Background: an optimization exercise with open tools, aiming at small area and a short achievable clock period. Do not read the settings as production practice. Power figures rest on the tool's default switching activity, not on a simulated workload.

## v11
// fir_filter
module fir_filter (
    data_in, data_out, clk, rst
);
    output [17:0] data_out;
    input  [7:0]  data_in;
    input         clk, rst;
    wire [7:0] d = data_in;
    reg  [7:0]  x1n;
    reg  [7:0]  x2;
    reg  [7:0]  x3n;
    reg  [7:0]  x4;
    reg  [7:0]  x5n;
    reg  [7:0]  x6;
    reg  [7:0]  x7n;
    reg  [17:0] s;
    wire p1, p2;
    fa u_p1 (.a(x2[0]), .b(x4[0]), .c(x6[0]), .s(p1), .co(p2));
    wire p3, p4;
    fa u_p3 (.a(x2[1]), .b(x4[1]), .c(x6[1]), .s(p3), .co(p4));
    wire p5, p6;
    fa u_p5 (.a(p2), .b(p3), .c(d[1]), .s(p5), .co(p6));
    wire p7, p8;
    fa u_p7 (.a(x2[2]), .b(x4[2]), .c(x6[2]), .s(p7), .co(p8));
    wire p9, p10;
    fa u_p9 (.a(p4), .b(p7), .c(d[2]), .s(p9), .co(p10));
    wire p11, p12;
    fa u_p11 (.a(x2[3]), .b(x4[3]), .c(x6[3]), .s(p11), .co(p12));
    wire p13, p14;
    fa u_p13 (.a(p8), .b(p11), .c(d[3]), .s(p13), .co(p14));
    wire p15, p16;
    fa u_p15 (.a(x2[4]), .b(x4[4]), .c(x6[4]), .s(p15), .co(p16));
    wire p17, p18;
    fa u_p17 (.a(p12), .b(p15), .c(d[4]), .s(p17), .co(p18));
    wire p19, p20;
    fa u_p19 (.a(x2[5]), .b(x4[5]), .c(x6[5]), .s(p19), .co(p20));
    wire p21, p22;
    fa u_p21 (.a(p16), .b(p19), .c(d[5]), .s(p21), .co(p22));
    wire p23, p24;
    fa u_p23 (.a(x2[6]), .b(x4[6]), .c(x6[6]), .s(p23), .co(p24));
    wire p25, p26;
    fa u_p25 (.a(p20), .b(p23), .c(d[6]), .s(p25), .co(p26));
    wire p27, p28;
    fa u_p27 (.a(x2[7]), .b(x4[7]), .c(x6[7]), .s(p27), .co(p28));
    wire p29, p30;
    fa u_p29 (.a(p24), .b(p27), .c(d[7]), .s(p29), .co(p30));
    wire Pc_p0, Pc_g0;
    ha u_Pc_h0 (.a(p1), .b(d[0]), .s(Pc_p0), .co(Pc_g0));
    wire Pc_p2, Pc_g2;
    ha u_Pc_h2 (.a(p6), .b(p9), .s(Pc_p2), .co(Pc_g2));
    wire Pc_p3, Pc_g3;
    ha u_Pc_h3 (.a(p10), .b(p13), .s(Pc_p3), .co(Pc_g3));
    wire Pc_p4, Pc_g4;
    ha u_Pc_h4 (.a(p14), .b(p17), .s(Pc_p4), .co(Pc_g4));
    wire Pc_p5, Pc_g5;
    ha u_Pc_h5 (.a(p18), .b(p21), .s(Pc_p5), .co(Pc_g5));
    wire Pc_p6, Pc_g6;
    ha u_Pc_h6 (.a(p22), .b(p25), .s(Pc_p6), .co(Pc_g6));
    wire Pc_p7, Pc_g7;
    ha u_Pc_h7 (.a(p26), .b(p29), .s(Pc_p7), .co(Pc_g7));
    wire Pc_p8, Pc_g8;
    ha u_Pc_h8 (.a(p28), .b(p30), .s(Pc_p8), .co(Pc_g8));
    wire Pc_G1 = p5 & Pc_g0;
    wire Pc_P1 = p5 & Pc_p0;
  ...
Settings: LEC_CHECK=0, CAP_MARGIN=20, CORE_MARGIN=2, CORE_UTILIZATION=65, CTS_BUF_LIST=sky130_fd_sc_hd__clkbuf_8, CTS_CLUSTER_DIAMETER=200, CTS_CLUSTER_SIZE=50, SETUP_SLACK_MARGIN=3.5, SLEW_MARGIN=20, SYNTH_HIERARCHICAL=1; clock period 11.0 ns.
standard.sh (not shown) runs the stock make flow with config.mk's settings and CLKGATE_MAP_FILE= SYNTH_SCRIPT=/design/flow/synth_recipe.tcl, a recipe that flattens the netlist after the stock synthesis.
==> flow/flow/run.sh <==
#!/bin/bash
# Layout flow: the standard ORFS flow (standard.sh, unchanged synthesis),
# with two layout settings changed:
#  - ports are buffered with the smallest buffer (repair_timing upsizes the
#    ones on critical paths) instead of the delay cell buffer_ports picks;
#  - clock tree synthesis without dummy loads.
# Each tool's output is in this folder's orfs/logs; the make output is in
# flow.log.
set -euo pipefail
export BUFFER_PORTS_ARGS="-buffer_cell sky130_fd_sc_hd__buf_1"
export CTS_ARGS="-sink_clustering_enable -repair_clock_nets -dont_use_dummy_load -buf_list {sky130_fd_sc_hd__clkbuf_8}"
bash standard.sh finish > flow.log 2>&1
Edits applied to the flow inputs when going from v11 to v9:
==> flow/run.sh (new file) <==
#!/bin/bash
# synth_recipe.tcl (not shown) runs the flow's synth.tcl, then flattens the netlist and writes it again
# the make line also repeats each setting of config.mk as NAME=value (left out here)
make -C /OpenROAD-flow-scripts/flow DESIGN_CONFIG=/design/flow/config.mk WORK_HOME=/design/flow/orfs CLKGATE_MAP_FILE= SYNTH_SCRIPT=/design/flow/synth_recipe.tcl finish
removed: flow/flow/run.sh
removed: flow/standard.sh
### Flow results
- v11 leaves more setup margin than v9.
- v9 against v11: first-pass GRT wire length saw a decrease; clock-cell share of area saw an increase; static leakage saw an increase.
- Compared to v11, the router laid down less metal wire for v9.
- Taking v11 as the reference, in v9 number of filler cells placed in the layout went down 28, overflow left after global routing held, final total power went up 10%.
- [compare] base=v11 new=v9: number of cells after detailed placement level, global-route track usage on met1 fell 1.2 points, worst hold slack shows an increase of 0.013 ns.
Edits applied to the flow inputs when going from v9 to v14:
# v9
export LEC_CHECK = 0
export CAP_MARGIN = 20
export CORE_MARGIN = 2
export CORE_UTILIZATION = 65
export CTS_BUF_LIST = sky130_fd_sc_hd__clkbuf_8
export CTS_CLUSTER_DIAMETER = 200
export CTS_CLUSTER_SIZE = 50
export SETUP_SLACK_MARGIN = 3.5
export SLEW_MARGIN = 20
export SYNTH_HIERARCHICAL = 1
create_clock -name core_clock -period 11.0 [get_ports {clk}]
# v14
export LEC_CHECK = 0
export CAP_MARGIN = 20
export CORE_MARGIN = 2
export CORE_UTILIZATION = 65
export CTS_BUF_LIST = sky130_fd_sc_hd__clkbuf_4 sky130_fd_sc_hd__clkbuf_8
export SETUP_SLACK_MARGIN = 4.0
export SLEW_MARGIN = 20
export SYNTH_HIERARCHICAL = 1
create_clock -name core_clock -period 11.0 [get_ports {clk}]
Findings:
- Final cell area: v14 above v9
- Per the comparison of v14 with v9, detail-routed net length per standard cell up 5.8%, post-place instance area increased about 1.6%.
- In the reports for v9 and v14, the larger global-route track usage on met3 belongs to v14.
- Global routing usage on met2 ended up 2.1 points higher on v14 than on v9.
diff inputs: v14 => v51
# v14
export LEC_CHECK = 0
export CAP_MARGIN = 20
export CORE_MARGIN = 2
export CORE_UTILIZATION = 65
export CTS_BUF_LIST = sky130_fd_sc_hd__clkbuf_4 sky130_fd_sc_hd__clkbuf_8
export SETUP_SLACK_MARGIN = 4.0
export SLEW_MARGIN = 20
export SYNTH_HIERARCHICAL = 1
create_clock -name core_clock -period 11.0 [get_ports {clk}]
# v51
export LEC_CHECK = 0
export CAP_MARGIN = 20
export CORE_MARGIN = 2
export CORE_UTILIZATION = 65
export CTS_BUF_LIST = sky130_fd_sc_hd__clkbuf_4 sky130_fd_sc_hd__clkbuf_8
export SETUP_SLACK_MARGIN = 3.0
export SLEW_MARGIN = 20
export SYNTH_HIERARCHICAL = 1
create_clock -name core_clock -period 11.0 [get_ports {clk}]
### Flow results
v51 vs. v14: placer congestion estimate went down by 0.022.
v14 → v51: average routed wire per standard cell went down by about 5.4%; minimum setup slack among reg-to-reg paths went down 0.44 ns; ratio of cells with drive above 1 in the final layout has decreased; number of clock buffers inserted by TritonCTS held steady.
[diff] fmax, v51 relative to v14: regression
Core util | v51 vs v14 | v51 lower
No run of this note included a check of the RTL's function; only the layout flow was run.

==> re-timing with driven ports <==
Ports are ideal in the flow. The routed layouts listed here were re-timed in OpenROAD.
Step 1 (the two cells are an assumption about what drives the block):
set clk [get_ports {clk}]
set_driving_cell -lib_cell sky130_fd_sc_hd__clkbuf_16 $clk
set_driving_cell -lib_cell sky130_fd_sc_hd__buf_2 [delete_from_list [all_inputs] $clk]
Step 2, shift: input delay + t, output delay - t, t = (earliest + latest rising clock arrival at the registers) / 2. This alone moves slack from input paths to output paths.
a / b / c = no drivers / after step 1 / after step 2; a / b = the first two.
run | t, ns | slack for setup (ns) | hold WS [ns] | worst setup path at the end | cell pins on the clock port's net
v11 | 0.367 | 3.592 / 3.570 / 3.275 | 0.362 / 0.362 / 0.362 | input to register | 1
v9 | 0.371 | 3.588 / 3.556 / 3.350 | 0.375 / 0.375 / 0.375 | input to register | 1
v14 | 0.378 | 3.701 / 3.652 / 3.495 | 0.377 / 0.377 / 0.377 | input to register | 1
v51 | 0.376 | 3.153 / 3.133 / 2.987 | 0.379 / 0.379 / 0.379 | input to register | 1
After both steps every run listed still meets setup and hold. The setup slack of v11, which loses most, moves by -0.022 ns with the drivers and by -0.317 ns with both steps.
